Source: an optimization exercise on an open RTL-to-GDS flow (aim: small area). Production flows keep margins and buffers that such runs may drop. Only simulation tests tie the RTL to the original design; equivalence was not proved. The clock port is modelled as an ideal driver; clocking choices that lean on that would not hold on a real chip. Power figures rest on the tool's default switching activity, not on a simulated workload.

[design/flow/flow/synth.tcl]
# The standard flow's own synthesis script (synth_recipe.tcl), with only the ABC
# script of the combinational mapping replaced by an area-oriented one
proc abc {args} {
  set i [lsearch -exact $args -script]
  if { $i >= 0 } { lset args [expr {$i + 1}] $::env(AREA_ABC_SCRIPT) }
  yosys abc {*}$args
}
source $::env(FLOW_WORK)/synth_recipe.tcl
[design/flow/flow/post_cts.tcl]
# Shrink each clock tree buffer to the smallest clock buffer that keeps
# every flip-flop clock pin's slew under a target, checked on placement
# parasitics. Leaves are tried first, then the root.
proc clk_max_sink_slew {} {
  set worst 0
  foreach pin [get_pins -hierarchical */CLK] {
    set s [get_property $pin slew_max]
    if {$s > $worst} { set worst $s }
  }
  return $worst
}
set target 0.118
set sizes {sky130_fd_sc_hd__clkbuf_1 sky130_fd_sc_hd__clkbuf_2 sky130_fd_sc_hd__clkbuf_4 sky130_fd_sc_hd__clkbuf_8 sky130_fd_sc_hd__clkbuf_16}
estimate_parasitics -placement
set bufs {}
foreach inst [get_cells -hierarchical clkbuf_*] {
  # leaves (driving flip-flops) before the root
  if {[string match "clkbuf_0_*" [get_name $inst]]} { lappend bufs [list 1 $inst] } else { lappend bufs [list 0 $inst] }
}
foreach item [lsort -index 0 $bufs] {
  set inst [lindex $item 1]
  set name [get_name $inst]
  set orig [get_name [get_lib_cells -of_objects $inst]]
  foreach m $sizes {
    if {$m eq $orig} { break }
    replace_cell $name $m
    estimate_parasitics -placement
    if {[clk_max_sink_slew] <= $target} {
      puts "post_cts: $name $orig -> $m"
      break
    }
    replace_cell $name $orig
    estimate_parasitics -placement
  }
}
puts "post_cts: worst clock pin slew [clk_max_sink_slew]"
[design/flow/flow/area.abc]
strash
&get -n
&deepsyn -T 90
&put
dch -f
amap
topo
[design/flow/constraint.sdc]
create_clock -name core_clock -period 10.0 [get_ports {clock}]
set_input_delay 2.0000 -clock core_clock [delete_from_list [all_inputs] [get_ports {clock}]]
set_output_delay 2.0000 -clock core_clock [all_outputs]
set_load 0.01 [all_outputs]
[design/flow/flow/run.sh]
#!/bin/bash
# Layout: the standard flow (standard.sh) with
#  - the standard synthesis, but an area-oriented ABC script for the logic
#  - small port buffers
#  - a clock tree without dummy loads, its buffers then shrunk as far as
#    the flip-flop clock pin slew allows (flow/post_cts.tcl)
set -euo pipefail
export FLOW_WORK=$(pwd)
export AREA_ABC_SCRIPT=$FLOW_WORK/flow/area.abc
export POST_CTS_TCL=$FLOW_WORK/flow/post_cts.tcl
bash standard.sh \
  SYNTH_SCRIPT=$FLOW_WORK/flow/synth.tcl \
  "BUFFER_PORTS_ARGS=-buffer_cell sky130_fd_sc_hd__buf_1" \
  "CTS_ARGS=-sink_clustering_enable -repair_clock_nets -dont_use_dummy_load -buf_list sky130_fd_sc_hd__clkbuf_8" \
  finish > flow_make.log 2>&1
[design/flow/config.mk]
export PLATFORM = sky130hd
export DESIGN_NAME = petra
export DESIGN_NICKNAME = petra
export VERILOG_FILES = /design/flow/design.v
export SDC_FILE = /design/flow/constraint.sdc
export NUM_CORES = 4
export LEC_CHECK = 0
export CAP_MARGIN = 20
export CORE_MARGIN = 2
export CORE_UTILIZATION = 40
export SLEW_MARGIN = 20
[design/flow/design.v]
module petra(
	input wire clock,
	input wire reset,
	input wire send_message,
	input wire [8 - 1:0] data_in,
	output reg [8 - 1:0] data_out,
	output reg irq_tx,
	output reg irq_rx,
	input wire signal,
	output reg led
	);
	localparam T_INIT = 3'd0;
	localparam T_WAIT = 3'd1;
	localparam T_ECC  = 3'd2;
	localparam T_TS   = 3'd3;
	localparam T_NORM = 3'd4;
	localparam T_IP1  = 3'd5;
	localparam T_IP   = 3'd6;
	localparam T_ACK  = 3'd7;
	localparam R_INIT = 2'd0;
	localparam R_RECV = 2'd1;
	localparam R_WAIT = 2'd2;
	reg [2:0] tx_state;
	reg [1:0] rx_state;
	reg tx_seq;
	reg rx_seq;
	reg arbiter_ack;
	reg ack_send;       
	reg message_send;   
	reg tx_sent_ack;
	reg rx_ack;         
	reg [1:0] rx_notify_ack;
	reg tx_start_transfer;
	reg [7:0] current_message;
	reg [10:0] current_packet;
	function [3:0] db_next(input [3:0] c);
		db_next = {c[2:0], c[3] ^ c[2] ^ ~(c[2] | c[1] | c[0])};
	endfunction
	reg tm_zero;
	reg [7:0] tm;
	wire tx_timeout = tm_zero & ~tm[0];
	wire timer_reset = reset | (tx_state == T_IP1);
	wire [7:0] tm_next = {tm[6:0], tm[7] ^ tm[5] ^ tm[4] ^ tm[3] ^ ~|tm[6:0]};
	always @(posedge clock)
	begin
		tm <= tm_zero ? 8'd0 : tm_next;
		tm_zero <= ~tm_zero & (tm == 8'b1000_0000);
		if (timer_reset)
		begin
			tm_zero <= 1'b1;
			tm[0] <= 1'b1;
		end
	end
	reg [4:0] enc_pos;
	wire [10:0] enc_mask;
	assign enc_mask[0] = (enc_pos[3:0] == 4'b0000) | (enc_pos[3:0] == 4'b0001) | (enc_pos[3:0] == 4'b0010) | (enc_pos[3:0] == 4'b1000);
	assign enc_mask[1] = (enc_pos[3:0] == 4'b0000) | (enc_pos[3:0] == 4'b0100) | (enc_pos[3:0] == 4'b1001) | (enc_pos[3:0] == 4'b1000);
	assign enc_mask[2] = (enc_pos[3:0] == 4'b0001) | (enc_pos[3:0] == 4'b0100) | (enc_pos[3:0] == 4'b0011) | (enc_pos[3:0] == 4'b1000);
	assign enc_mask[3] = (enc_pos[3:0] == 4'b0000) | (enc_pos[3:0] == 4'b0001) | (enc_pos[3:0] == 4'b0100) | (enc_pos[3:0] == 4'b0110);
	assign enc_mask[4] = (enc_pos[3:0] == 4'b0000) | (enc_pos[3:0] == 4'b1101) | (enc_pos[3:0] == 4'b1010) | (enc_pos[3:0] == 4'b1000);
	assign enc_mask[5] = (enc_pos[3:0] == 4'b0001) | (enc_pos[3:0] == 4'b1101) | (enc_pos[3:0] == 4'b0101) | (enc_pos[3:0] == 4'b1000);
	assign enc_mask[6] = (enc_pos[3:0] == 4'b0000) | (enc_pos[3:0] == 4'b0001) | (enc_pos[3:0] == 4'b1101) | (enc_pos[3:0] == 4'b1011);
	assign enc_mask[7] = (enc_pos[3:0] == 4'b0100) | (enc_pos[3:0] == 4'b1101) | (enc_pos[3:0] == 4'b0111) | (enc_pos[3:0] == 4'b1000);
	assign enc_mask[8] = (enc_pos[3:0] == 4'b0000) | (enc_pos[3:0] == 4'b0100) | (enc_pos[3:0] == 4'b1101) | (enc_pos[3:0] == 4'b1111);
	assign enc_mask[9] = (enc_pos[3:0] == 4'b0001) | (enc_pos[3:0] == 4'b0100) | (enc_pos[3:0] == 4'b1101) | (enc_pos[3:0] == 4'b1110);
	assign enc_mask[10] = (enc_pos[3:0] == 4'b0000) | (enc_pos[3:0] == 4'b0001) | (enc_pos[3:0] == 4'b0100) | (enc_pos[3:0] == 4'b1101) | (enc_pos[3:0] == 4'b1100) | (enc_pos[3:0] == 4'b1000);
	wire enc_bit = ^(current_packet & enc_mask);
	reg [3:0] enc_cnt;
	wire enc_idle = enc_pos[4] & enc_pos[3];
	wire enc_irq = enc_pos[4] & ~enc_pos[3] & enc_pos[0];
	wire enc_match = enc_bit ? (enc_cnt == 4'b1001) : (enc_cnt == 4'b0010);
	always @(posedge clock)
	begin
		led <= 1'b0;
		if (reset)
		begin
			enc_pos[4] <= 1'b1;
			enc_pos[3] <= 1'b1;
		end else if (!tx_start_transfer)
		begin
			enc_pos[4] <= 1'b1;
			enc_pos[3] <= 1'b1;
		end else if (enc_idle)
		begin
			enc_pos <= 5'd0;
			enc_cnt <= 4'd0;
			led <= 1'b1;
		end else if (!enc_pos[4])
		begin
			enc_cnt <= db_next(enc_cnt);
			if (enc_match)
			begin
				led <= 1'b1;
				enc_cnt <= 4'd0;
				enc_pos[3:0] <= db_next(enc_pos[3:0]);
				if (enc_pos[3:0] == 4'b1000)
					enc_pos[4] <= 1'b1;
			end
		end else if (!enc_pos[0])
			enc_pos[0] <= 1'b1;
	end
	reg [15:0] dec_d;       
	reg dec_pv;             
	reg dec_pval;           
	reg dec_zero;           
	reg [3:0] dec_bit;
	reg [2:0] dec_cnt;      
	reg dec_started;
	reg dec_irq;
	reg dec_finished;
	integer i;
	wire dec_abort = dec_started & ~signal & dec_cnt[2] & ~dec_cnt[1];
	wire [15:0] dec_wsel;
	assign dec_wsel[0] = (dec_bit == 4'b0001);
	assign dec_wsel[1] = (dec_bit == 4'b0010);
	assign dec_wsel[2] = (dec_bit == 4'b0100);
	assign dec_wsel[3] = (dec_bit == 4'b1001);
	assign dec_wsel[4] = (dec_bit == 4'b0011);
	assign dec_wsel[5] = (dec_bit == 4'b0110);
	assign dec_wsel[6] = (dec_bit == 4'b1101);
	assign dec_wsel[7] = (dec_bit == 4'b1010);
	assign dec_wsel[8] = (dec_bit == 4'b0101);
	assign dec_wsel[9] = (dec_bit == 4'b1011);
	assign dec_wsel[10] = (dec_bit == 4'b0111);
	assign dec_wsel[11] = (dec_bit == 4'b1111);
	assign dec_wsel[12] = (dec_bit == 4'b1110);
	assign dec_wsel[13] = (dec_bit == 4'b1100);
	assign dec_wsel[14] = (dec_bit == 4'b1000);
	assign dec_wsel[15] = (dec_bit == 4'b0000);
	always @(posedge clock)
	begin
		for (i = 0; i < 16; i = i + 1)
			if (dec_pv & dec_wsel[i])
				dec_d[i] <= dec_pval;
		dec_pv <= dec_started & signal & (dec_cnt != 3'd0);
		dec_pval <= dec_cnt[2];
		dec_zero <= reset | dec_abort | ~dec_finished;
		dec_cnt <= signal ? 3'd0 : {dec_cnt[1:0], ~dec_cnt[2]};
		if (signal & ~dec_started)
			dec_bit <= 4'd0;
		else if (signal & (dec_cnt != 3'd0))
			dec_bit <= db_next(dec_bit);
		if (reset)
		begin
			dec_d[15] <= 1'b0;
			dec_pv <= 1'b0;
			dec_started <= 1'b0;
			dec_irq <= 1'b0;
			dec_finished <= 1'b0;
		end else if (signal)
		begin
			if (!dec_started)
			begin
				dec_started <= 1'b1;
				dec_irq <= 1'b0;
			end else if (dec_bit == 4'b1000)
			begin
				dec_finished <= 1'b1;
				dec_irq <= 1'b1;
				dec_started <= 1'b0;
			end
		end else if (dec_abort)
		begin
			dec_started <= 1'b0;
			dec_irq <= 1'b0;
		end
	end
	wire [15:0] x = {dec_d[14:0], dec_d[15]};
	wire [7:0] xa, xb;
	genvar m;
	generate for (m = 0; m < 8; m = m + 1) begin : g_pair
		assign xa[m] = x[2*m] ^ x[2*m+1];
		assign xb[m] = x[2*m+1];
	end endgenerate
	wire s1 = ((xb[0] ^ xb[1]) ^ (xb[2] ^ xb[3])) ^ ((xb[4] ^ xb[5]) ^ (xb[6] ^ xb[7]));
	wire c67 = xa[6] ^ xa[7];
	wire c23 = xa[2] ^ xa[3];
	wire c45 = xa[4] ^ xa[5];
	wire s4 = c23 ^ c67;
	wire s8 = c45 ^ c67;
	wire s2 = (xa[1] ^ xa[3]) ^ (xa[5] ^ xa[7]);
	wire o2 = (xa[0] ^ xa[1]) ^ (s4 ^ c45);
	wire syn0 = ~(s1 | s2 | s4 | s8);
	wire rx_correct = dec_zero | o2 | syn0;
	wire [3:0] syn_lo = {s2 & s1, s2 & ~s1, ~s2 & s1, ~s2 & ~s1};
	wire [3:0] syn_hi = {s8 & s4, s8 & ~s4, ~s8 & s4, ~s8 & ~s4} & {4{o2}};
	wire [15:0] flip;
	generate for (m = 0; m < 16; m = m + 1) begin : g_flip
		assign flip[m] = syn_hi[m/4] & syn_lo[m%4];
	end endgenerate
	wire [15:0] cx = x ^ flip;
	wire keep = ~dec_zero & (o2 | syn0);
	wire [7:0] received_data = {cx[12], cx[11], cx[10], cx[9], cx[7], cx[6], cx[5], cx[3]} & {8{keep}};
	wire [2:0] received_head = {cx[15], cx[14], cx[13]} & {3{~dec_zero}};
	wire arbiter_message = (tx_state == T_WAIT) | (tx_state == T_NORM) |
	                       (tx_state == T_IP1) | (tx_state == T_IP) |
	                       (((tx_state == T_ECC) | (tx_state == T_TS)) &
	                        (current_packet[9:8] == 2'b00));
	always @(posedge clock)
	begin
		if (reset)
		begin
			ack_send <= 1'b0;
			message_send <= 1'b0;
		end else
		begin
			message_send <= arbiter_message & (message_send | ~arbiter_ack);
			ack_send <= arbiter_ack & ~(message_send & arbiter_message);
		end
	end
	always @(posedge clock)
	begin
		if (reset)
		begin
			tx_state <= T_INIT;
			rx_state <= R_INIT;
			arbiter_ack <= 1'b0;
			tx_seq <= 1'b0;
			rx_seq <= 1'b0;
			rx_notify_ack <= 2'b00;
			irq_tx <= 1'b0;
			irq_rx <= 1'b0;
			tx_start_transfer <= 1'b0;
			data_out <= 8'd0;
		end else
		begin
			case (tx_state)
				T_INIT: begin
					if (ack_send)
					begin
						current_packet <= {rx_seq, rx_ack, ~rx_ack, 8'b0000_0000};
						tx_state <= T_ECC;
					end else if (send_message)
					begin
						current_message <= data_in;
						tx_state <= T_WAIT;
					end
				end
				T_WAIT: begin
					if (message_send)
					begin
						tx_state <= T_ECC;
						current_packet <= {tx_seq, 2'b00, current_message};
					end
				end
				T_ECC: tx_state <= T_TS;
				T_TS: begin
					tx_state <= (current_packet[9:8] == 2'b00) ? T_NORM : T_ACK;
					tx_start_transfer <= 1'b1;
				end
				T_NORM: tx_state <= T_IP1;
				T_IP1, T_IP: begin
					tx_state <= T_IP;
					if (tx_timeout || rx_notify_ack == 2'b10)
					begin
						tx_start_transfer <= 1'b0;
						tx_state <= T_TS;
						rx_notify_ack <= 2'b00;
					end else if (rx_notify_ack == 2'b01)
					begin
						tx_seq <= ~tx_seq;
						tx_state <= T_INIT;
						rx_notify_ack <= 2'b00;
						irq_tx <= 1'b1;
					end
				end
				T_ACK: begin
					if (enc_irq)
					begin
						arbiter_ack <= 1'b0;
						tx_sent_ack <= 1'b1;
						tx_state <= T_INIT;
					end
				end
			endcase
			case (rx_state)
				R_INIT: begin
					if (dec_irq)
						rx_state <= R_RECV;
				end
				R_RECV: begin
					if (rx_correct)
					begin
						if (received_head[1:0] == 2'b00 &&
							received_head[2] == rx_seq)
						begin
							rx_ack <= 1'b0;
							tx_sent_ack <= 1'b0;
							rx_state <= R_WAIT;
							arbiter_ack <= 1'b1;
						end else if (received_head[1:0] == 2'b00)
						begin
							rx_ack <= 1'b1;
							rx_state <= R_INIT;
							arbiter_ack <= 1'b1;
						end else if (received_head[1:0] != 2'b11)
						begin
							rx_notify_ack <= received_head[1:0];
							rx_state <= R_INIT;
						end
					end else
					begin
						arbiter_ack <= 1'b1;
						rx_ack <= 1'b1;
						rx_state <= R_INIT;
					end
				end
				default: begin
					if (tx_sent_ack)
					begin
						data_out <= received_data;
						irq_rx <= 1'b1;
						rx_state <= R_INIT;
						rx_seq <= ~rx_seq;
					end
				end
			endcase
		end
	end
endmodule
[design/flow/standard.sh]
#!/bin/bash
# synth_recipe.tcl (not shown) runs the flow's synth.tcl, then flattens the netlist and writes it again
# the make line also repeats each setting of config.mk as NAME=value (left out here)
make -C /OpenROAD-flow-scripts/flow DESIGN_CONFIG=/design/flow/config.mk WORK_HOME=/design/flow/orfs CLKGATE_MAP_FILE= SYNTH_SCRIPT=/design/flow/synth_recipe.tcl "${@:-finish}"
==> summary.md, run 1 <==
| Metric | Value |
|---|---|
| Arrival time worst endpoint | 4.29 ns |
| Top_reg_cell synth | dfxtp_1 |
| Cell-internal power | 0.532 mW |
| Setup TNS | 0 ns |
| Yosys warning count | 1 |
| WS Path Type | reg2reg |
| Vias post-DR | 3291 |
| Pleak | 1.56 nW |
| DIE HEIGHT | 106 um |
| Row count | 37 |
| Final setup viols | 0 |
| Initial antenna violation count | 0 |
| HP Start | dec_cnt[2] |
| Skew final | 0.0412 ns |
| Syn avg cell area | 8.67 um2 |
| DR WL/cell | 12.6 um |
| Flop pwr share | 61.6% |
| CP max FO | 7 |
| P_sw | 0.199 mW |
| Worst Hold Class | reg2reg |
| Sw Ratio | 27.3% |
| Clk sinks | 92 |
| FILL cells | 1001 |
| Library cells used by synthesis | 33 |
| Cell area after synthesis | 0.00419 mm2 |
| Critical Path Sink Type | register |
| Remaining Overflow, GRT | 0 |
| DR vias/cell | 5.06 |
| Status | complete, no violations |
| Number of global-route vias before repair | 3092 |
| Worst EP required | 10.18 ns |
| Gate Count Post-Synth | 483 |
| Max Cap Viol | 0 |
| DRT Pass-1 Iters | 5 |
| Final wirelength | 8160 um |
| Origin of the critical flop-to-flop path | enc_pos[3] |
| Commonest non-fill, non-tap cell in the layout | nor2_1 |
| Max Clk Rate | 243 MHz |
| Seq/Total Area, Yosys | 54.3% |
| Post-synth EDFFs | 43 |
| Antenna-violating nets left | 0 |
| Die area | 0.0113 mm2 |
| Fin nets | 538 |
| Starting DRT DRC Count | 143 |
| Die X | 106 um |
| Synth async-reset ratio | 0% |
| Post-synth top area share | 30.8% |
| Slew Limit Headroom | 47.5% |
| Tcrit/Tclk final | 41.1% |
| Port bufs | 22 |
| Least-Margin Pin Slew | 0.787 ns |
| Clock share of power | 23.1% |
| Largest cells by area after synthesis | edfxtp_1 (31%), dfxtp_1 (23%), nor2_1 (10%), clkinv_1 (4.7%), o21ai_0 (4.5%) |
| Crit path from | enc_pos[3] |
| Final core occ | 44.4% |
| Pins Over Slew Limit | 0 |
| Pwr per Cell Area | 161 mW/mm2 |
| Clk Latency, worst-skew pair | 0.55 ns |
| Unrepaired setup endpoints after global routing | no |
| Crit path time final | 4.11 ns |
| Layout cell share with drive strength beyond 1 | 1.95% |
| Antenna diodes | 0 |
| Mapped Nets | 505 |
| Initial Util | 40.9% |
| IO Pins | 23 |
| Worst setup SP type | register |
| First-pass GRT wire length | 13900 um |
| Post-DP HPWL | 6320 um |
| Most frequent cells in the layout | nor2_1 (116), clkinv_1 (52), dfxtp_1 (49) |
| Total global-route track usage | 15.5% |
| Hold_ws | 0.395 ns |
| Final-report hold violation count | 0 |
| Maximum vdd drop | 68.0 uV |
| Drt drc | 0 |
| Largest net degree at the start of global routing | 18 |
| Core ar. | 0.0102 mm2 |
| CTS tree | yes |
| Yosys top cell by area | edfxtp_1 |
| Area Growth Syn to Fin | 8.43% |
| Comb pwr share | 15.3% |
| Final GP Congestion | 0.875 |
| DP Worst Slack | 5.91 ns |
| Clock-pin slew on the worst setup and hold paths | 0.09 ns |
| Final worst setup slack | 5.89 ns |
| Yosys reg bits | 92 |
-- critical path, stage by stage, from the launching register on --
cell	delay, ns
dfxtp_1	0.42
clkinv_1	0.21
ha_1	0.32
nor2_1	0.17
nor2_1	0.07
o21ai_0	0.23
nor2_1	0.07
a211oi_1	0.21
o21ai_0	0.19
o22ai_1	0.20
a21oi_1	0.07
nor2_1	0.11
a21oi_1	0.05
a22oi_1	0.19
xor2_1	0.20
nor2_1	0.06
a21oi_1	0.16
a21oi_1	0.05
or2_0	0.21
nor2b_1	0.20
nor2_1	0.09
nor3_1	0.31
-- stage by stage --
step	power, mW	instances	cell area [um2]
finish	0.731	650	4540
global route	0.772	650	4540
global placement	0.568	641	4440
detailed placement	0.571	641	4440
floorplan	0.538	483	4190
-- layer usage --
metal | share of wire (%) | GRT usage, %
met5 | 0 | 0
met4 | 2.6 | 8.08
met3 | 3.8 | 3.25
met2 | 49 | 26.1
met1 | 45 | 18.5
-- kinds of logic (layout without fill, tap and decap cells) --
kind of cell / Yosys count / in the layout / share of synthesized area (%)
AOI/OAI and AO/OA: 102 / 102 / 14.4
xor gates and xnor gates: 2 / 2 / 0.418
adders and majority gates: 10 / 10 / 2.99
buffers and inverters: 53 / 84 / 4.75
DFF: 92 / 92 / 54.3
and+or+nand+nor: 224 / 224 / 23.2
-- area by class of cell --
type | count | area (um2) | area share [%]
clock buffer | 9 | 96.3 | 2.12
inverter | 52 | 195 | 4.30
multi-input combinational | 338 | 1720 | 37.8
sequential | 92 | 2270 | 50.0
tap | 136 | 170 | 3.75
timing repair buffer | 23 | 90.1 | 1.98
-- cells in the mapped netlist (all sizes together), types with 8 or more instances --
cell	n
ha	10
edfxtp	43
nor2b	22
o21ai	38
nand2	42
nor2	116
a21oi	31
dfxtp	49
clkinv	52
o22ai	8
nor3	22
nand3	8
-- path summary, 6_finish.rpt --
kind,endpoint,slack (ns),depth (start not counted)
setup / recovery,enc_pos[1],5.89,21
hold / removal,dec_pval,0.40,0
setup reg to reg,enc_pos[1],5.89,21
hold reg to reg,dec_pval,0.40,0
-- sequential cells by signal, summed over array words and instances, names as in the netlist, 4 cells and up --
name / count
current_packet: 11
tm: 8
current_message: 8
enc_pos: 5
data_out: 8
dec_bit: 4
dec_d: 16
enc_cnt: 4
-- power by group through the flow --
| stage | combinational, mW | sequential, mW | clock, mW |
|---|---|---|---|
| floorplan | 0.0860 | 0.452 | 0 |
| global placement | 0.110 | 0.458 | 0 |
| detailed placement | 0.112 | 0.459 | 0 |
| global route | 0.128 | 0.454 | 0.190 |
| finish | 0.112 | 0.450 | 0.169 |
==> run 2, diff against run 1 <==
--- a/design/flow/design.v
+++ b/design/flow/design.v
@@ -72,11 +72,7 @@
 	always @(posedge clock)
 	begin
 		led <= 1'b0;
-		if (reset)
-		begin
-			enc_pos[4] <= 1'b1;
-			enc_pos[3] <= 1'b1;
-		end else if (!tx_start_transfer)
+		if (!tx_start_transfer)
 		begin
 			enc_pos[4] <= 1'b1;
 			enc_pos[3] <= 1'b1;
@@ -98,6 +94,8 @@
 			end
 		end else if (!enc_pos[0])
 			enc_pos[0] <= 1'b1;
+		if (reset)
+			led <= 1'b0;
 	end
 	reg [15:0] dec_d;       
 	reg dec_pv;             
@@ -231,10 +229,8 @@
 						current_packet <= {rx_seq, rx_ack, ~rx_ack, 8'b0000_0000};
 						tx_state <= T_ECC;
 					end else if (send_message)
-					begin
-						current_message <= data_in;
 						tx_state <= T_WAIT;
-					end
+					current_message <= data_in;
 				end
 				T_WAIT: begin
 					if (message_send)
==> design/flow/flow/area.abc (replaced) <==
strash
&get -n
&deepsyn -T 60 -S 1
&put
dch -f
amap
topo
--- a/design/flow/flow/post_cts.tcl
+++ b/design/flow/flow/post_cts.tcl
@@ -9,7 +9,7 @@
   }
   return $worst
 }
-set target 0.118
+set target 0.122
 set sizes {sky130_fd_sc_hd__clkbuf_1 sky130_fd_sc_hd__clkbuf_2 sky130_fd_sc_hd__clkbuf_4 sky130_fd_sc_hd__clkbuf_8 sky130_fd_sc_hd__clkbuf_16}
 estimate_parasitics -placement
 set bufs {}
--- a/design/flow/config.mk
+++ b/design/flow/config.mk
@@ -7,5 +7,5 @@
 export LEC_CHECK = 0
 export CAP_MARGIN = 20
 export CORE_MARGIN = 2
-export CORE_UTILIZATION = 40
+export CORE_UTILIZATION = 65
 export SLEW_MARGIN = 20
==> run 2 against run 1 <==
Compared with the run above:
- still clean
- sequential power shrank 8.9%
- sequential cell count is the same
- power shrank 18%
- area after synthesis shrank 0.24%
- clock skew is essentially flat
- wire length shrank 8.0%
- fmax grew 10%
- largest power group unchanged
==> summary.md, run 2 <==
| Metric | Value |
|---|---|
| Die area | 0.00708 mm2 |
| Worst setup SP type | register |
| Largest reg by FF count | dec_d |
| Worst Hold Path Cells | 0 |
| Syn avg cell area | 8.74 um2 |
| Registers with the most flip-flops | dec_d: 16 flops, current_packet: 11 flops |
| Initial Util | 66.6% |
| Skew final | 0.0409 ns |
| CP max-delay cell | dfxtp_1 |
| Final core occ | 70.7% |
| Commonest non-fill, non-tap cell in the layout | nor2_1 |
| Worst Hold End | dec_pval |
| Clk Latency, worst-skew pair | 0.42 ns |
| Max Clk Rate | 269 MHz |
| Final Non-Filler Cells | 586 |
| Remaining Overflow, GRT | 0 |
| Mapped Nets | 500 |
| IO Pins | 23 |
| Die X | 84.2 um |
| First-pass GRT wire length | 12800 um |
| Reg-to-reg setup timing slack | 6.28 ns |
| Tcrit/Tclk final | 37.2% |
| Post-DP HPWL | 5770 um |
| Placed cells | 577 |
| Cell family with most CP delay | compound AO/OA/AOI/OAI gates |
| Final GP Congestion | 0.894 |
| Crit path from | enc_pos[3] |
| Worst Hold Class | reg2reg |
| Drt drc | 0 |
| Origin of the critical flop-to-flop path | enc_pos[3] |
| HP Start | dec_cnt[2] |
| Final-report hold violation count | 0 |
| Post-synth top area share | 30.9% |
| Total global-route track usage | 22.5% |
| DR WL/cell | 12.8 um |
| Layout cell share with drive strength beyond 1 | 1.77% |
| Max incr delay on CP | 0.48 ns |
| CP max FO | 6 |
| DP Area | 0.00436 mm2 |
| Pins Over Slew Limit | 0 |
| Antenna diodes | 0 |
| Least-Margin Pin Slew | 0.967 ns |
| Fin nets | 533 |
| Core ar. | 0.00628 mm2 |
| Slew Limit Headroom | 35.6% |
| Critical Path Sink Type | register |
| Pleak | 1.53 nW |
| Library cells used by synthesis | 32 |
| Starting DRT DRC Count | 172 |
| Crit path buf inv count | 4 |
| Initial antenna violation count | 0 |
| Metal3 WL | 235 um |
| Setup TNS | 0 ns |
| Row count | 29 |
| Synth cell count leaders | nor2_1 (105), clkinv_1 (55), dfxtp_1 (49) |
| Met2 wire len | 3300 um |
| Final wirelength | 7500 um |
| Unrepaired setup endpoints after global routing | no |
| Final worst setup slack | 6.28 ns |
| Crit path time final | 3.72 ns |
| Worst reg2reg endpoint | enc_cnt[0] |
| Clk sinks | 92 |
| Port bufs | 22 |
| Top_reg_cell synth | dfxtp_1 |
| DIE HEIGHT | 84.2 um |
| Most frequent cells in the layout | nor2_1 (105), clkinv_1 (55), dfxtp_1 (49) |
| DRT Pass-1 Iters | 4 |
| Final setup viols | 0 |
| Max FFs per register | 16 |
| Clock-pin slew on the worst setup and hold paths | 0.12 ns |
| Synth async-reset ratio | 0% |
| Status | complete, no violations |
| Post-synth EDFFs | 43 |
| Largest cells by area after synthesis | edfxtp_1 (31%), dfxtp_1 (23%), nor2_1 (9.4%), clkinv_1 (4.9%), a21oi_1 (4.1%) |
| DP Worst Slack | 6.29 ns |
| Area Growth Syn to Fin | 6.20% |
| Count leader, synth | nor2_1 |
| WS Path Type | reg2reg |
| Yosys top cell by area | edfxtp_1 |
| Antenna-violating nets left | 0 |
| Maximum vdd drop | 125 uV |
| Largest net degree at the start of global routing | 25 |
| M1 WL | 3800 um |
| Finished Cell Area | 0.00444 mm2 |
| Gate Count Post-Synth | 478 |
| DR vias/cell | 5.53 |
| Crit-path cells | clkinv_1 -> ha_1 -> o21ai_0 -> clkinv_1 -> o21ai_0 -> nor2_1 -> a211oi_1 -> o21ai_0 -> o21ai_0 -> nor2_1 -> a21oi_1 -> clkinv_1 -> a221oi_1 -> clkinv_1 -> o21ai_0 -> a211oi_1 |
| Cell depth of the worst flop-to-flop path | 16 |
| Max Used Layer | met4 |
| Yosys reg bits | 92 |
| Worst EP required | 10.14 ns |
| Worst path most repeated cell | o21ai_0 |
| Cell area after synthesis | 0.00418 mm2 |
| Crit. path cell count | 16 |
| Pwr per Cell Area | 134 mW/mm2 |
| Yosys warning count | 1 |
| Seq/Total Area, Yosys | 54.4% |
| Max Cap Viol | 0 |
| Arrival time worst endpoint | 3.86 ns |
| CTS tree | yes |
| Vias post-DR | 3242 |
| Number of global-route vias before repair | 2913 |
==> run 2: area by class of cell <==
cell class	count	area, um2
fill	509	1840
timing repair buffer	22	82.6
sequential	92	2270
multi-input combinational	331	1700
clock buffer	9	80.1
inverter	55	206
tap	77	96.3
==> run 2: report_power, final <==
part | switching [mW] | internal (mW) | leakage (nW)
Sequential | 0.00694 | 0.403 | 0.797
Clock | 0.102 | 0.0505 | 0.0466
Combinational | 0.0216 | 0.0119 | 0.683
==> run 2: worst reg2reg max path: stages, from the launching register on <==
cell and delay [ns]:
dfxtp_1 0.48, clkinv_1 0.21, ha_1 0.27, o21ai_0 0.25
clkinv_1 0.11, o21ai_0 0.21, nor2_1 0.07, a211oi_1 0.25
o21ai_0 0.13, o21ai_0 0.22, nor2_1 0.06, a21oi_1 0.18
clkinv_1 0.09, a221oi_1 0.44, clkinv_1 0.21, o21ai_0 0.19
a211oi_1 0.08
==> run 2: worst max path at each step <==
stage                       to
global placement    enc_pos[1]
detailed placement  enc_pos[2]
finish              enc_cnt[0]
global route        enc_cnt[0]
floorplan           enc_pos[1]
==> run 2: metal layers <==
| metal | track usage, % | vias up |
|---|---|---|
| li1 | - | 1713 |
| met4 | 9.68 | 0 |
| met2 | 33.4 | 66 |
| met1 | 32.9 | 1448 |
| met3 | 3.93 | 15 |
| met5 | 0 | - |
==> run 2: kinds of logic (layout without fill, tap and decap cells) <==
logic type	count (synthesis)	after routing	synth area share (%)
DFF	92	92	54.4
adders and majority gates	10	10	2.99
AOI/OAI and AO/OA	111	111	15.8
xor gates and xnor gates	2	2	0.419
and+or+nand+nor	208	208	21.5
buffers and inverters	55	86	4.94
==> run 2: through the flow <==
stage / hold WS [ns] / total power, mW
detailed placement: 0.369 / 0.452
floorplan: 0.351 / 0.441
finish: 0.387 / 0.596
global route: 0.398 / 0.622
global placement: 0.362 / 0.450
==> run 3, diff against run 2 <==
--- a/design/flow/config.mk
+++ b/design/flow/config.mk
@@ -7,5 +7,5 @@
 export LEC_CHECK = 0
 export CAP_MARGIN = 20
 export CORE_MARGIN = 2
-export CORE_UTILIZATION = 65
+export CORE_UTILIZATION = 40
 export SLEW_MARGIN = 20
==> run 3 against run 2 <==
Compared with the run above:
- still clean on timing, DRC and antenna
- sequential cell count did not move
- sequential share of layout area fell by 0.96 points
- count of clock-buffer cells in the layout did not move
- critical path depth fell by 1
- synthesized cell count did not move
- final cell count rose by 10%
- register-to-register slack got worse by 0.09 ns
- fmax fell by 2.3%
- via count fell by 0.89%
- utilization fell by 26 points
- first-iteration DRC count fell by 9.3%
- global-route usage fell by 7.0 points
- highest routed layer unchanged
==> summary.md, run 3 <==
| Metric | Value |
|---|---|
| Status | complete, no violations |
| Synth async-reset ratio | 0% |
| Number of global-route vias before repair | 3146 |
| Area Growth Syn to Fin | 8.24% |
| Total global-route track usage | 15.6% |
| Placed cells | 637 |
| Worst EP required | 10.20 ns |
| Least-Margin Pin Slew | 0.874 ns |
| Final-report hold violation count | 0 |
| Arrival time worst endpoint | 4.02 ns |
| Vias post-DR | 3213 |
| Unrepaired setup endpoints after global routing | no |
| IO Pins | 23 |
| Seq/Total Area, Yosys | 54.4% |
| Worst setup SP type | register |
| Post-DP HPWL | 6150 um |
| Pins Over Slew Limit | 0 |
| Worst Hold Class | reg2reg |
| Final setup viols | 0 |
| Clock-pin slew on the worst setup and hold paths | 0.09 ns |
| Top_reg_cell synth | dfxtp_1 |
| Final wirelength | 8100 um |
| Largest reg by FF count | dec_d |
| CTS tree | yes |
| Row count | 37 |
| Antenna diodes | 0 |
| Yosys top cell by area | edfxtp_1 |
| DR WL/cell | 12.5 um |
| Antenna-violating nets left | 0 |
| WS Path Type | reg2reg |
| Maximum vdd drop | 97.5 uV |
| Yosys warning count | 1 |
| Die area | 0.0113 mm2 |
| Hold_ws | 0.380 ns |
| CP max FO | 7 |
| FILL cells | 1018 |
| Post-synth EDFFs | 43 |
| DP Area | 0.00444 mm2 |
| Slew Limit Headroom | 41.5% |
| Count leader, synth | nor2_1 |
| Remaining Overflow, GRT | 0 |
| Commonest non-fill, non-tap cell in the layout | nor2_1 |
| Yosys reg bits | 92 |
| DIE HEIGHT | 106 um |
| Critical Path Sink Type | register |
| Port bufs | 22 |
| Final core occ | 44.2% |
| Drt drc | 0 |
| Final worst setup slack | 6.19 ns |
| Skew final | 0.0280 ns |
| Die X | 106 um |
| Synth cell count leaders | nor2_1 (105), clkinv_1 (55), dfxtp_1 (49) |
| Initial Util | 40.8% |
| First-pass GRT wire length | 14000 um |
| Gate Count Post-Synth | 478 |
| Max Clk Rate | 262 MHz |
| Max FFs per register | 16 |
| Mapped Nets | 500 |
| Cell area after synthesis | 0.00418 mm2 |
| Core ar. | 0.0102 mm2 |
| Tot Pwr | 0.602 mW |
| Pleak | 1.53 nW |
| Clk Latency, worst-skew pair | 0.51 ns |
| Largest net degree at the start of global routing | 25 |
| Setup TNS | 0 ns |
| Tcrit/Tclk final | 38.1% |
| Final Non-Filler Cells | 646 |
| DP Worst Slack | 6.30 ns |
| Starting DRT DRC Count | 156 |
| Max Cap Viol | 0 |
| Largest cells by area after synthesis | edfxtp_1 (31%), dfxtp_1 (23%), nor2_1 (9.4%), clkinv_1 (4.9%), a21oi_1 (4.1%) |
| Initial antenna violation count | 0 |
| Crit path time final | 3.81 ns |
| Syn avg cell area | 8.74 um2 |
| Registers with the most flip-flops | dec_d: 16 flops, current_packet: 11 flops |
| Clk sinks | 92 |
| Pwr per Cell Area | 133 mW/mm2 |
| DR vias/cell | 4.97 |
| Most frequent cells in the layout | nor2_1 (105), clkinv_1 (55), dfxtp_1 (49) |
| Post-synth top area share | 30.9% |
| Finished Cell Area | 0.00452 mm2 |
| Fin nets | 534 |
| Layout cell share with drive strength beyond 1 | 1.96% |
| DRT Pass-1 Iters | 4 |
| Final GP Congestion | 0.898 |
| Library cells used by synthesis | 32 |
run 3: cell counts after synthesis:
Identical to the previous run, type by type.
run 3: cells by family after synthesis:
kind of cell	after synthesis	synth area share, %
AO/OA/AOI/OAI	111	15.8
flip-flops	92	54.4
buffers and inverters	55	4.94
XOR/XNOR	2	0.419
AND/OR/NAND/NOR	208	21.5
adder cells (fa/ha/maj)	10	2.99
run 3: critical path, stage by stage, from the launching register on:
cell	delay (ns)
edfxtp_1	0.50
clkinv_1	0.17
ha_1	0.27
o21ai_0	0.26
clkinv_1	0.12
o21ai_0	0.23
nor2_1	0.09
a211oi_1	0.29
o21ai_0	0.14
o21ai_0	0.21
nor2_1	0.06
a21oi_1	0.17
clkinv_1	0.08
a221oi_1	0.45
o21ai_0	0.26
nor2_1	0.21
run 3: power by group:
group          internal (mW)  leakage [nW]  switching [mW]  total, mW
clock                 0.0519        0.0487           0.106      0.158
combinational         0.0122         0.688          0.0228     0.0351
sequential             0.403         0.797         0.00683      0.410
run 3: final cells by class:
class                           instances  area [um2]  area share (%)
Timing Repair Buffer                   23        90.1            1.99
Clock buffer                            9        83.8            1.85
Sequential cell                        92        2270            50.2
Inverter                               55         206            4.57
Tap cell                              136         170            3.76
Multi-Input combinational cell        331        1700            37.6
run 3: worst paths after layout:
check	depth (start not counted)	start	to	slack, ns
worst max register to register	15	enc_pos[2]	enc_pos[2]	6.19
worst min register to register	0	dec_cnt[2]	dec_pval	0.38
worst max-delay path	15	enc_pos[2]	enc_pos[2]	6.19
worst min-delay path	0	dec_cnt[2]	dec_pval	0.38
run 3: routing by layer:
layer  GRT usage [%]  share of wire, %  up-vias
li1                -                 -     1715
met1            18.6                46     1438
met2            26.3                48       45
met3            3.92               3.2       15
met4            7.33               2.4        0
met5               0                 0        -
==> run 4, diff against run 3 <==
==> design/flow/flow/run.sh (replaced) <==
#!/bin/bash
# Layout: the standard flow (standard.sh) with
#  - the standard synthesis, but the logic mapped by the smallest of
#    several area-oriented ABC scripts (flow/synth.tcl, flow/abc/)
#  - small port buffers
#  - a clock tree without dummy loads, its buffers then shrunk as far as
#    the flip-flop clock pin slew allows (flow/post_cts.tcl)
set -euo pipefail
export FLOW_WORK=$(pwd)
export POST_CTS_TCL=$FLOW_WORK/flow/post_cts.tcl
bash standard.sh \
  SYNTH_SCRIPT=$FLOW_WORK/flow/synth.tcl \
  "BUFFER_PORTS_ARGS=-buffer_cell sky130_fd_sc_hd__buf_1" \
  "CTS_ARGS=-sink_clustering_enable -repair_clock_nets -dont_use_dummy_load -buf_list sky130_fd_sc_hd__clkbuf_8" \
  finish > flow_make.log 2>&1
==> design/flow/flow/abc/area1.abc (new file) <==
strash
&get -n
&deepsyn -T 60 -S 1
&put
dch -f
amap
topo
==> design/flow/flow/abc/area2.abc (new file) <==
strash
&get -n
&deepsyn -T 60 -S 2
&put
dch -f
amap
topo
==> design/flow/flow/abc/area3.abc (new file) <==
strash
&get -n
&deepsyn -T 60 -S 3
&put
dch -f
amap
topo
==> design/flow/flow/abc/area4.abc (new file) <==
strash
&get -n
&deepsyn -T 60 -S 4
&put
dch -f
amap
topo
==> design/flow/flow/abc/area5.abc (new file) <==
strash
&get -n
&deepsyn -T 60 -S 5
&put
dch -f
amap
topo
==> design/flow/flow/abc/area6.abc (new file) <==
strash
&get -n
&deepsyn -T 60 -S 6
&put
dch -f
amap
topo
==> design/flow/flow/abc/area7.abc (new file) <==
strash
dch -f
amap
topo
--- a/design/flow/flow/post_cts.tcl
+++ b/design/flow/flow/post_cts.tcl
@@ -9,7 +9,7 @@
   }
   return $worst
 }
-set target 0.122
+set target 0.118
 set sizes {sky130_fd_sc_hd__clkbuf_1 sky130_fd_sc_hd__clkbuf_2 sky130_fd_sc_hd__clkbuf_4 sky130_fd_sc_hd__clkbuf_8 sky130_fd_sc_hd__clkbuf_16}
 estimate_parasitics -placement
 set bufs {}
==> design/flow/flow/synth.tcl (replaced) <==
# The standard flow's own synthesis script (synth_recipe.tcl), with only the ABC
# mapping of the combinational logic changed: every area-oriented ABC
# script in flow/abc/ is run on the same design and the smallest result
# (by liberty cell area) is kept.
proc abc {args} {
  set i [lsearch -exact $args -script]
  set j [lsearch -exact $args -liberty]
  set lib [lindex $args [expr {$j + 1}]]
  yosys design -save pre_abc
  set best 1e30
  foreach s [lsort [glob $::env(FLOW_WORK)/flow/abc/area*.abc]] {
    yosys design -load pre_abc
    lset args [expr {$i + 1}] $s
    yosys abc {*}$args
    yosys tee -q -o $::env(RESULTS_DIR)/abc_area.txt stat -liberty $lib
    set f [open $::env(RESULTS_DIR)/abc_area.txt]
    set t [read $f]
    close $f
    regexp {Chip area for module[^:]*:\s*([0-9.]+)} $t -> a
    puts "area abc: [file tail $s] $a"
    if {$a < $best} {
      set best $a
      yosys design -save best_abc
    }
  }
  yosys design -load best_abc
}
source $::env(FLOW_WORK)/synth_recipe.tcl
removed: design/flow/flow/area.abc
==> run 4 against run 3 <==
Compared with the run above:
- still clean on timing, DRC and antenna
- die area unchanged
- power unchanged
- fmax unchanged
- critical endpoint unchanged
==> summary.md, run 4 <==
| Metric | Value |
|---|---|
| Worst reg2reg endpoint | enc_pos[2] |
| WS Path Type | reg2reg |
| Area Growth Syn to Fin | 8.24% |
| Clk sinks | 92 |
| Seq/Total Area, Yosys | 54.4% |
| Clock-pin slew on the worst setup and hold paths | 0.09 ns |
| Comb pwr share | 5.8% |
| Post-synthesis mux area share | 0% |
| Number of global-route vias before repair | 3146 |
| Library cells used by synthesis | 32 |
| DP Worst Slack | 6.30 ns |
| Port bufs | 22 |
| Finished Cell Area | 0.00452 mm2 |
| Yosys reg bits | 92 |
| Most frequent cells in the layout | nor2_1 (105), clkinv_1 (55), dfxtp_1 (49) |
| Worst Hold Path Cells | 0 |
| DR vias/cell | 4.97 |
| Area of the multi-input gates | 0.00170 mm2 |
| Syn avg cell area | 8.74 um2 |
| Remaining Overflow, GRT | 0 |
| Critical Path Sink Type | register |
| Cell area after synthesis | 0.00418 mm2 |
| Pwr per Cell Area | 133 mW/mm2 |
| Clock share of power | 26.2% |
| Setup TNS | 0 ns |
| Post-synthesis simple-gate area fraction | 21.5% |
| Pins Over Slew Limit | 0 |
| Worst Hold Class | reg2reg |
| First-pass GRT wire length | 14000 um |
| Post-synth top area share | 30.9% |
| Worst EP required | 10.20 ns |
| DP Area | 0.00444 mm2 |
| Top_reg_cell synth | dfxtp_1 |
| Final setup viols | 0 |
| HP Start | dec_cnt[2] |
| Starting DRT DRC Count | 156 |
| Initial Util | 40.8% |
| Layout cell share with drive strength beyond 1 | 1.96% |
| Commonest non-fill, non-tap cell in the layout | nor2_1 |
| DR WL/cell | 12.5 um |
| Final worst setup slack | 6.19 ns |
| Synth async-reset ratio | 0% |
| Main combinational cell family by area after synthesis | simple AND/OR/NAND/NOR gates |
| Worst Hold End | dec_pval |
| Status | complete, no violations |
| Maximum vdd drop | 97.5 uV |
| Synth Area in Adders | 2.99% |
| Antenna-violating nets left | 0 |
| Final-report hold violation count | 0 |
| Largest net degree at the start of global routing | 25 |
| Fin nets | 534 |
| Registers with the most flip-flops | dec_d: 16 flops, current_packet: 11 flops |
| Tcrit/Tclk final | 38.1% |
| Row count | 37 |
| Die area | 0.0113 mm2 |
| Unrepaired setup endpoints after global routing | no |
| Gate Count Post-Synth | 478 |
| Core ar. | 0.0102 mm2 |
| Count leader, synth | nor2_1 |
| DIE HEIGHT | 106 um |
| Synth Area in XOR/XNOR | 0.419% |
| Register area | 0.00227 mm2 |
| Sw Ratio | 22.5% |
| IO Pins | 23 |
| P_sw | 0.135 mW |
| Clk Latency, worst-skew pair | 0.51 ns |
| Max Clk Rate | 262 MHz |
| Drt drc | 0 |
| Largest reg by FF count | dec_d |
| Initial antenna violation count | 0 |
| Largest cells by area after synthesis | edfxtp_1 (31%), dfxtp_1 (23%), nor2_1 (9.4%), clkinv_1 (4.9%), a21oi_1 (4.1%) |
| Cell-internal power | 0.467 mW |
| Worst setup SP type | register |
| Final wirelength | 8100 um |
| Synth cell count leaders | nor2_1 (105), clkinv_1 (55), dfxtp_1 (49) |
| Pleak | 1.53 nW |
| Reg-to-reg setup timing slack | 6.19 ns |
| Max Cap Viol | 0 |
| Yosys top cell by area | edfxtp_1 |
| Yosys warning count | 1 |
| Cell depth of the worst flop-to-flop path | 15 |
| Final GP Congestion | 0.898 |
| Antenna diodes | 0 |
| Die X | 106 um |
| CP max FO | 7 |
| Origin of the critical flop-to-flop path | enc_pos[2] |
| Least-Margin Pin Slew | 0.874 ns |
| Slew Limit Headroom | 41.5% |
| Flop pwr share | 68.0% |
| CTS tree | yes |
| Crit path from | enc_pos[2] |
| FILL cells | 1018 |
| Mapped Nets | 500 |
| Vias post-DR | 3213 |
| Post-synth EDFFs | 43 |
| Skew final | 0.0280 ns |
| Post-DP HPWL | 6150 um |
| Compound-Gate Fraction of Synth Area | 15.8% |
| Total global-route track usage | 15.6% |
| DRT Pass-1 Iters | 4 |
| Max FFs per register | 16 |
| Crit path time final | 3.81 ns |
| Arrival time worst endpoint | 4.02 ns |
## run 4: cell counts after synthesis
No cell type changed its count.
## run 4: worst max path at each step
stage | end | depth (start not counted)
6_report | enc_pos[2] | 15
5_1_grt | enc_pos[1] | 17
3_5_place_dp | enc_pos[2] | 18
3_3_place_gp | enc_pos[1] | 16
2_1_floorplan | enc_pos[1] | 15
## run 4: cell type report
class | instances | area share (%)
inverters | 55 | 4.57
clock buffers | 9 | 1.85
flip-flops and latches | 92 | 50.2
multi-input cells | 331 | 37.6
repair buffers | 23 | 1.99
well taps | 136 | 3.76
## run 4: per-stage QoR
| step | total power [mW] | util (%) | instances | hold slack (ns) |
|---|---|---|---|---|
| 2_1_floorplan | 0.441 | - | 478 | 0.351 |
| 5_1_grt | 0.632 | 44.2 | 646 | 0.397 |
| 3_3_place_gp | 0.453 | 43.4 | 637 | 0.363 |
| 6_report | 0.602 | 44.2 | 646 | 0.380 |
| 3_5_place_dp | 0.454 | 43.4 | 637 | 0.367 |
## run 4: cells by family after synthesis
| group | count (synthesis) |
|---|---|
| flip-flops | 92 |
| AO/OA/AOI/OAI | 111 |
| AND/OR/NAND/NOR | 208 |
| buffers and inverters | 55 |
| XOR/XNOR | 2 |
| adder cells (fa/ha/maj) | 10 |
## run 4: layer usage
metal	global-route usage [%]	share of wire, %	up-vias	wire, um
li1	-	-	1715	-
met1	18.6	46	1438	3750
met2	26.3	48	45	3890
met3	3.92	3.2	15	262
met4	7.33	2.4	0	195
met5	0	0	-	0
## run 4: critical path, cell delays in order (launching register included)
cell      delay [ns]
edfxtp_1        0.50
clkinv_1        0.17
ha_1            0.27
o21ai_0         0.26
clkinv_1        0.12
o21ai_0         0.23
nor2_1          0.09
a211oi_1        0.29
o21ai_0         0.14
o21ai_0         0.21
nor2_1          0.06
a21oi_1         0.17
clkinv_1        0.08
a221oi_1        0.45
o21ai_0         0.26
nor2_1          0.21
## run 4: power groups by stage
stage	sequential [mW]	combinational, mW	clock, mW
2_1_floorplan	0.416	0.0251	0
3_3_place_gp	0.418	0.0348	0
3_5_place_dp	0.418	0.0354	0
5_1_grt	0.412	0.0401	0.181
6_report	0.410	0.0351	0.158
==> run 5, diff against run 4 <==
==> design/flow/flow/abc/area7.abc (replaced) <==
strash
&get -n
&deepsyn -T 60 -S 7
&put
dch -f
amap
topo
==> design/flow/flow/abc/area8.abc (new file) <==
strash
&get -n
&deepsyn -T 60 -S 8
&put
dch -f
amap
topo
==> design/flow/flow/abc/area9.abc (new file) <==
strash
&get -n
&deepsyn -T 120 -S 1
&put
dch -f
amap
topo
==> design/flow/flow/abc/areaa.abc (new file) <==
strash
dch -f
amap
topo
==> run 5 against run 4 <==
Compared with the run above:
- sequential share of layout area unchanged
- fmax unchanged
- final area unchanged
- power unchanged
- critical path type unchanged
- highest routed layer unchanged
==> summary.md, run 5 <==
| Metric | Value |
|---|---|
| Yosys top cell by area | edfxtp_1 |
| DRT Pass-1 Iters | 4 |
| Die area | 0.0113 mm2 |
| Largest cells by area after synthesis | edfxtp_1 (31%), dfxtp_1 (23%), nor2_1 (9.4%), clkinv_1 (4.9%), a21oi_1 (4.1%) |
| DR WL/cell | 12.5 um |
| Max Cap Viol | 0 |
| WS Path Type | reg2reg |
| Max FFs per register | 16 |
| Post-DP HPWL | 6150 um |
| Worst EP required | 10.20 ns |
| Final-report hold violation count | 0 |
| Largest reg by FF count | dec_d |
| Initial antenna violation count | 0 |
| Total global-route track usage | 15.6% |
| Setup TNS | 0 ns |
| Pins Over Slew Limit | 0 |
| Number of global-route vias before repair | 3146 |
| Cell-internal power | 0.467 mW |
| Pleak | 1.53 nW |
| Final wirelength | 8100 um |
| Slew Limit Headroom | 41.5% |
| DIE HEIGHT | 106 um |
| Registers with the most flip-flops | dec_d: 16 flops, current_packet: 11 flops |
| Clock-pin slew on the worst setup and hold paths | 0.09 ns |
| Top_reg_cell synth | dfxtp_1 |
| Starting DRT DRC Count | 156 |
| Comb pwr share | 5.8% |
| Antenna-violating nets left | 0 |
| Vias post-DR | 3213 |
| Hold_ws | 0.380 ns |
| First-pass GRT wire length | 14000 um |
| Post-synth top area share | 30.9% |
| Gate Count Post-Synth | 478 |
| Library cells used by synthesis | 32 |
| Tot Pwr | 0.602 mW |
| Commonest non-fill, non-tap cell in the layout | nor2_1 |
| P_sw | 0.135 mW |
| Worst Hold Class | reg2reg |
| Flop pwr share | 68.0% |
| Yosys warning count | 1 |
| IO Pins | 23 |
| CP max FO | 7 |
| CTS tree | yes |
| DR vias/cell | 4.97 |
| Die X | 106 um |
| Fin nets | 534 |
| Yosys reg bits | 92 |
| DP Worst Slack | 6.30 ns |
| Final worst setup slack | 6.19 ns |
| Antenna diodes | 0 |
| Critical Path Sink Type | register |
| Layout cell share with drive strength beyond 1 | 1.96% |
| Clk sinks | 92 |
| Cell area after synthesis | 0.00418 mm2 |
| Status | complete, no violations |
| Clk Latency, worst-skew pair | 0.51 ns |
| Syn avg cell area | 8.74 um2 |
| Largest net degree at the start of global routing | 25 |
| Mapped Nets | 500 |
| Maximum vdd drop | 97.5 uV |
| Tcrit/Tclk final | 38.1% |
| Least-Margin Pin Slew | 0.874 ns |
| Synth cell count leaders | nor2_1 (105), clkinv_1 (55), dfxtp_1 (49) |
| Port bufs | 22 |
| Clock share of power | 26.2% |
| Row count | 37 |
| Most frequent cells in the layout | nor2_1 (105), clkinv_1 (55), dfxtp_1 (49) |
| Final setup viols | 0 |
| Seq/Total Area, Yosys | 54.4% |
| Pwr per Cell Area | 133 mW/mm2 |
| Post-synth EDFFs | 43 |
| Initial Util | 40.8% |
| Drt drc | 0 |
| Area Growth Syn to Fin | 8.24% |
| Crit path time final | 3.81 ns |
| Unrepaired setup endpoints after global routing | no |
| Sw Ratio | 22.5% |
| Remaining Overflow, GRT | 0 |
| Skew final | 0.0280 ns |
| Core ar. | 0.0102 mm2 |
| Worst setup SP type | register |
| Final GP Congestion | 0.898 |
| Max Clk Rate | 262 MHz |
| Synth async-reset ratio | 0% |
| Arrival time worst endpoint | 4.02 ns |
| Count leader, synth | nor2_1 |
[run 5: cells by family after synthesis]
group                      synth area share, %
buffers and inverters                     4.94
AOI/OAI and AO/OA                         15.8
and+or+nand+nor                           21.5
adders and majority gates                 2.99
xor gates and xnor gates                 0.419
DFF                                       54.4
[run 5: worst max-delay path, stage by stage, from the launching register on]
cell and delay, ns:
edfxtp_1 0.50, clkinv_1 0.17, ha_1 0.27, o21ai_0 0.26, clkinv_1 0.12, o21ai_0 0.23, nor2_1 0.09, a211oi_1 0.29
o21ai_0 0.14, o21ai_0 0.21, nor2_1 0.06, a21oi_1 0.17, clkinv_1 0.08, a221oi_1 0.45, o21ai_0 0.26, nor2_1 0.21
[run 5: stage by stage]
stage | util (%) | std cells | instance area, um2
floorplan | - | 478 | 4180
global placement | 43.4 | 637 | 4440
finish | 44.2 | 646 | 4520
global route | 44.2 | 646 | 4520
detailed placement | 43.4 | 637 | 4440
[run 5: layout make-up]
| cell class | count | area (um2) |
|---|---|---|
| Timing Repair Buffer | 23 | 90.1 |
| Inverter | 55 | 206 |
| Sequential cell | 92 | 2270 |
| Clock buffer | 9 | 83.8 |
| Fill cell | 1018 | 5710 |
| Multi-Input combinational cell | 331 | 1700 |
| Tap cell | 136 | 170 |
[run 5: final timing paths]
check | end | cells past startpoint | slack (ns) | from
setup / recovery | enc_pos[2] | 15 | 6.19 | enc_pos[2]
hold / removal | dec_pval | 0 | 0.38 | dec_cnt[2]
setup reg to reg | enc_pos[2] | 15 | 6.19 | enc_pos[2]
hold reg to reg | dec_pval | 0 | 0.38 | dec_cnt[2]
[run 5: layer usage]
layer / up-vias / share of wire, % / track usage, % / wire [um]
met4: 0 / 2.4 / 7.33 / 195
li1: 1715 / - / - / -
met3: 15 / 3.2 / 3.92 / 262
met5: - / 0 / 0 / 0
met2: 45 / 48 / 26.3 / 3890
met1: 1438 / 46 / 18.6 / 3750
[run 5: power by group through the flow]
stage	Clock (mW)	Sequential [mW]	Combinational [mW]
final	0.158	0.410	0.0351
after global routing	0.181	0.412	0.0401
after detailed placement	0	0.418	0.0354
after global placement	0	0.418	0.0348
after floorplan	0	0.416	0.0251
==> run 6, diff against run 5 <==
==> design/flow/flow/run.sh (replaced) <==
#!/bin/bash
# Layout: the standard flow (standard.sh) with
#  - the standard synthesis, but the logic mapped by the smallest of
#    several area-oriented ABC scripts (flow/synth.tcl, flow/abc/), and
#    with no half/full adder cells extracted before ABC (ADDER_MAP_FILE
#    empty), so ABC maps all of the logic
#  - small port buffers
#  - a clock tree without dummy loads, its buffers then shrunk as far as
#    the flip-flop clock pin slew allows (flow/post_cts.tcl)
set -euo pipefail
export FLOW_WORK=$(pwd)
export POST_CTS_TCL=$FLOW_WORK/flow/post_cts.tcl
bash standard.sh \
  SYNTH_SCRIPT=$FLOW_WORK/flow/synth.tcl \
  ADDER_MAP_FILE= \
  "BUFFER_PORTS_ARGS=-buffer_cell sky130_fd_sc_hd__buf_1" \
  "CTS_ARGS=-sink_clustering_enable -repair_clock_nets -dont_use_dummy_load -buf_list sky130_fd_sc_hd__clkbuf_8" \
  finish > flow_make.log 2>&1
==> design/flow/flow/abc/area7.abc (replaced) <==
strash
dch -f
amap
topo
removed: design/flow/flow/abc/area8.abc
removed: design/flow/flow/abc/area9.abc
removed: design/flow/flow/abc/areaa.abc
==> run 6 against run 5 <==
Compared with the run above:
- sequential share of layout area rose by 1.2 points
- non-clock buffer count fell by 1
- combinational power rose by 110%
- via count fell by 0.81%
- count of clock-buffer cells in the layout did not move
- largest cell class unchanged
==> summary.md, run 6 <==
| Metric | Value |
|---|---|
| Status | complete, no violations |
| Library cells used by synthesis | 34 |
| Post-synth top area share | 31.7% |
| Top_reg_cell synth | dfxtp_1 |
| Most frequent cells in the layout | nor2_1 (113), clkinv_1 (60), dfxtp_1 (49) |
| Largest reg by FF count | dec_d |
| Reg-to-reg setup timing slack | 6.26 ns |
| Mapped Nets | 483 |
| Yosys warning count | 1 |
| Count leader, synth | nor2_1 |
| Commonest non-fill, non-tap cell in the layout | nor2_1 |
| Yosys top cell by area | edfxtp_1 |
| DR vias/cell | 5.02 |
| Port bufs | 22 |
| Fin nets | 516 |
| Final Non-Filler Cells | 635 |
| CTS tree | yes |
| First-pass GRT wire length | 13200 um |
| Vias post-DR | 3187 |
| Syn avg cell area | 8.64 um2 |
| Max Cap Viol | 0 |
| Remaining Overflow, GRT | 0 |
| Max incr delay on CP | 0.51 ns |
| Post-DP HPWL | 5820 um |
| Max Clk Rate | 267 MHz |
| Die X | 105 um |
| Skew final | 0.0383 ns |
| Cell-internal power | 0.509 mW |
| Drt drc | 0 |
| Crit-path cells | clkinv_1 -> nor3_1 -> nor2_1 -> o32ai_1 -> nor2_1 -> a221oi_1 -> nor2_1 -> a21oi_1 -> nor2_1 -> a21oi_1 -> nor2b_1 -> a2111oi_0 -> clkinv_1 -> a21oi_1 -> nand2_1 -> clkinv_1 |
| Finished Cell Area | 0.00442 mm2 |
| Arrival time worst endpoint | 3.79 ns |
| Cell area after synthesis | 0.00407 mm2 |
| Final setup viols | 0 |
| FILL cells | 1009 |
| Sw Ratio | 25.4% |
| Largest net degree at the start of global routing | 19 |
| Antenna diodes | 0 |
| CP max FO | 7 |
| Final core occ | 45.0% |
| Core ar. | 0.00982 mm2 |
| DP Area | 0.00432 mm2 |
| Starting DRT DRC Count | 143 |
| DIE HEIGHT | 105 um |
| Antenna-violating nets left | 0 |
| Row count | 36 |
| Total global-route track usage | 14.7% |
| DRT Pass-1 Iters | 4 |
| Gate Count Post-Synth | 471 |
| Pwr per Cell Area | 154 mW/mm2 |
| Registers with the most flip-flops | dec_d: 16 flops, current_packet: 11 flops |
| Seq/Total Area, Yosys | 55.9% |
| Clock-pin slew on the worst setup and hold paths | 0.10 ns |
| Final GP Congestion | 0.787 |
| Final worst setup slack | 6.26 ns |
| Clock share of power | 25.3% |
| Pins Over Slew Limit | 0 |
| P_sw | 0.173 mW |
| CP max-delay cell | a2111oi_0 |
| Pleak | 1.47 nW |
| Worst setup SP type | register |
| Die area | 0.0110 mm2 |
| IO Pins | 23 |
| Slew Limit Headroom | 43.3% |
| Clk sinks | 92 |
| Final-report hold violation count | 0 |
| Largest cells by area after synthesis | edfxtp_1 (32%), dfxtp_1 (24%), nor2_1 (10%), clkinv_1 (5.5%), a21oi_1 (5.0%) |
| Worst EP required | 10.05 ns |
| Placed cells | 626 |
| WS Path Type | reg2reg |
| Max FFs per register | 16 |
| Clk Latency, worst-skew pair | 0.36 ns |
| Setup TNS | 0 ns |
| Comb pwr share | 10.9% |
| Final wirelength | 7710 um |
| Synth cell count leaders | nor2_1 (113), clkinv_1 (60), dfxtp_1 (49) |
| DP Worst Slack | 6.10 ns |
| Area Growth Syn to Fin | 8.55% |
| Crit path time final | 3.74 ns |
| Worst Hold Class | reg2reg |
| Least-Margin Pin Slew | 0.848 ns |
| Unrepaired setup endpoints after global routing | no |
| Yosys reg bits | 92 |
| Synth async-reset ratio | 0% |
| Initial antenna violation count | 0 |
| Worst path most repeated cell | nor2_1 |
| Flop pwr share | 63.7% |
| DR WL/cell | 12.1 um |
| Critical Path Sink Type | register |
| Post-synth EDFFs | 43 |
| Initial Util | 41.4% |
| Maximum vdd drop | 73.6 uV |
| Tcrit/Tclk final | 37.4% |
| Layout cell share with drive strength beyond 1 | 1.79% |
| Number of global-route vias before repair | 2900 |
run 6: cell count changes in the layout (fill, tap and decap cells not counted), moves of 3 or more:
cell,before,now
or2_0,6,2
o32ai_1,1,4
o22ai_1,9,14
o21ai_0,34,31
o21bai_1,4,0
ha_1,10,0
nor2_1,105,113
a21oi_1,34,41
nand2_1,43,37
clkinv_1,55,60
nor3_1,22,11
run 6: cells by family (layout without fill, tap and decap cells):
family / Yosys count / in the layout / synth area share, %
buf+inv: 60 / 91 / 5.54
flops: 92 / 92 / 55.9
compound gates: 119 / 119 / 17.5
simple gates: 200 / 200 / 21.1
run 6: through the flow:
| stage | power [mW] | hold slack, ns |
|---|---|---|
| after global placement | 0.515 | 0.377 |
| final | 0.682 | 0.376 |
| after floorplan | 0.496 | 0.361 |
| after global routing | 0.716 | 0.398 |
| after detailed placement | 0.517 | 0.376 |
run 6: worst max-delay path, delay by kind of cell, from the launching register on:
family,cells,cell delay [ns]
compound gates,6,1.56
buf+inv,3,0.57
flops,1,0.50
simple gates,7,0.86
run 6: routing by layer:
layer	global-route usage, %	vias to the layer above	part of all wire, %
li1	-	1692	-
met1	21.6	1420	53
met2	21.3	62	42
met3	2.62	13	3.5
met4	5.90	0	1.6
met5	0	-	0
run 6: power by group through the flow:
stage | combinational, mW | clock (mW) | sequential, mW
floorplan | 0.0579 | 0 | 0.438
global placement | 0.0727 | 0 | 0.442
detailed placement | 0.0745 | 0 | 0.443
global route | 0.0855 | 0.193 | 0.438
finish | 0.0745 | 0.173 | 0.435
run 6: layout make-up:
| cell class | instances | area, um2 | share of cell area (%) |
|---|---|---|---|
| inverters | 60 | 225 | 5.10 |
| multi-input cells | 319 | 1570 | 35.6 |
| clock buffers | 9 | 98.8 | 2.24 |
| repair buffers | 22 | 82.6 | 1.87 |
| well taps | 133 | 166 | 3.77 |
| flip-flops and latches | 92 | 2270 | 51.5 |
run 6: worst paths after layout:
kind	startpoint	endpoint	cells past startpoint
max	enc_pos[0]	enc_pos[1]	16
min	dec_finished	dec_zero	1
max reg2reg	enc_pos[0]	enc_pos[1]	16
min reg2reg	dec_finished	dec_zero	1

[separate check: timing with driven ports]
No port has a modelled driver above. Below, the same layouts with a new extraction and two added sets of constraints.
Step 1 assumes that a clkbuf_16 drives the clock port and a buf_2 every other input.
Step 2 also shifts input and output timing later by t, the mid clock arrival at the registers, as if the neighbouring blocks saw the same clock.
Three values: no drivers, after step 1, after step 2; two values: the first two.
run | t (ns) | setup WS [ns] | slew at the worst register clock pin (ns)
run 1 | 0.556 | 5.889 / 5.889 / 5.889 | 0.12 / 0.12
run 2 | 0.431 | 6.276 / 6.276 / 6.276 | 0.13 / 0.13
run 3 | 0.520 | 6.188 / 6.188 / 6.188 | 0.11 / 0.11
run 4 | 0.520 | 6.188 / 6.188 / 6.188 | 0.11 / 0.11
run 5 | 0.520 | 6.188 / 6.188 / 6.188 | 0.11 / 0.11
run 6 | 0.368 | 6.259 / 6.259 / 6.133 | 0.11 / 0.11
After both steps setup and hold are still met in every run listed. For run 6, which loses most, drivers alone change the setup slack by 0.000 ns; drivers and shift together by -0.126 ns.
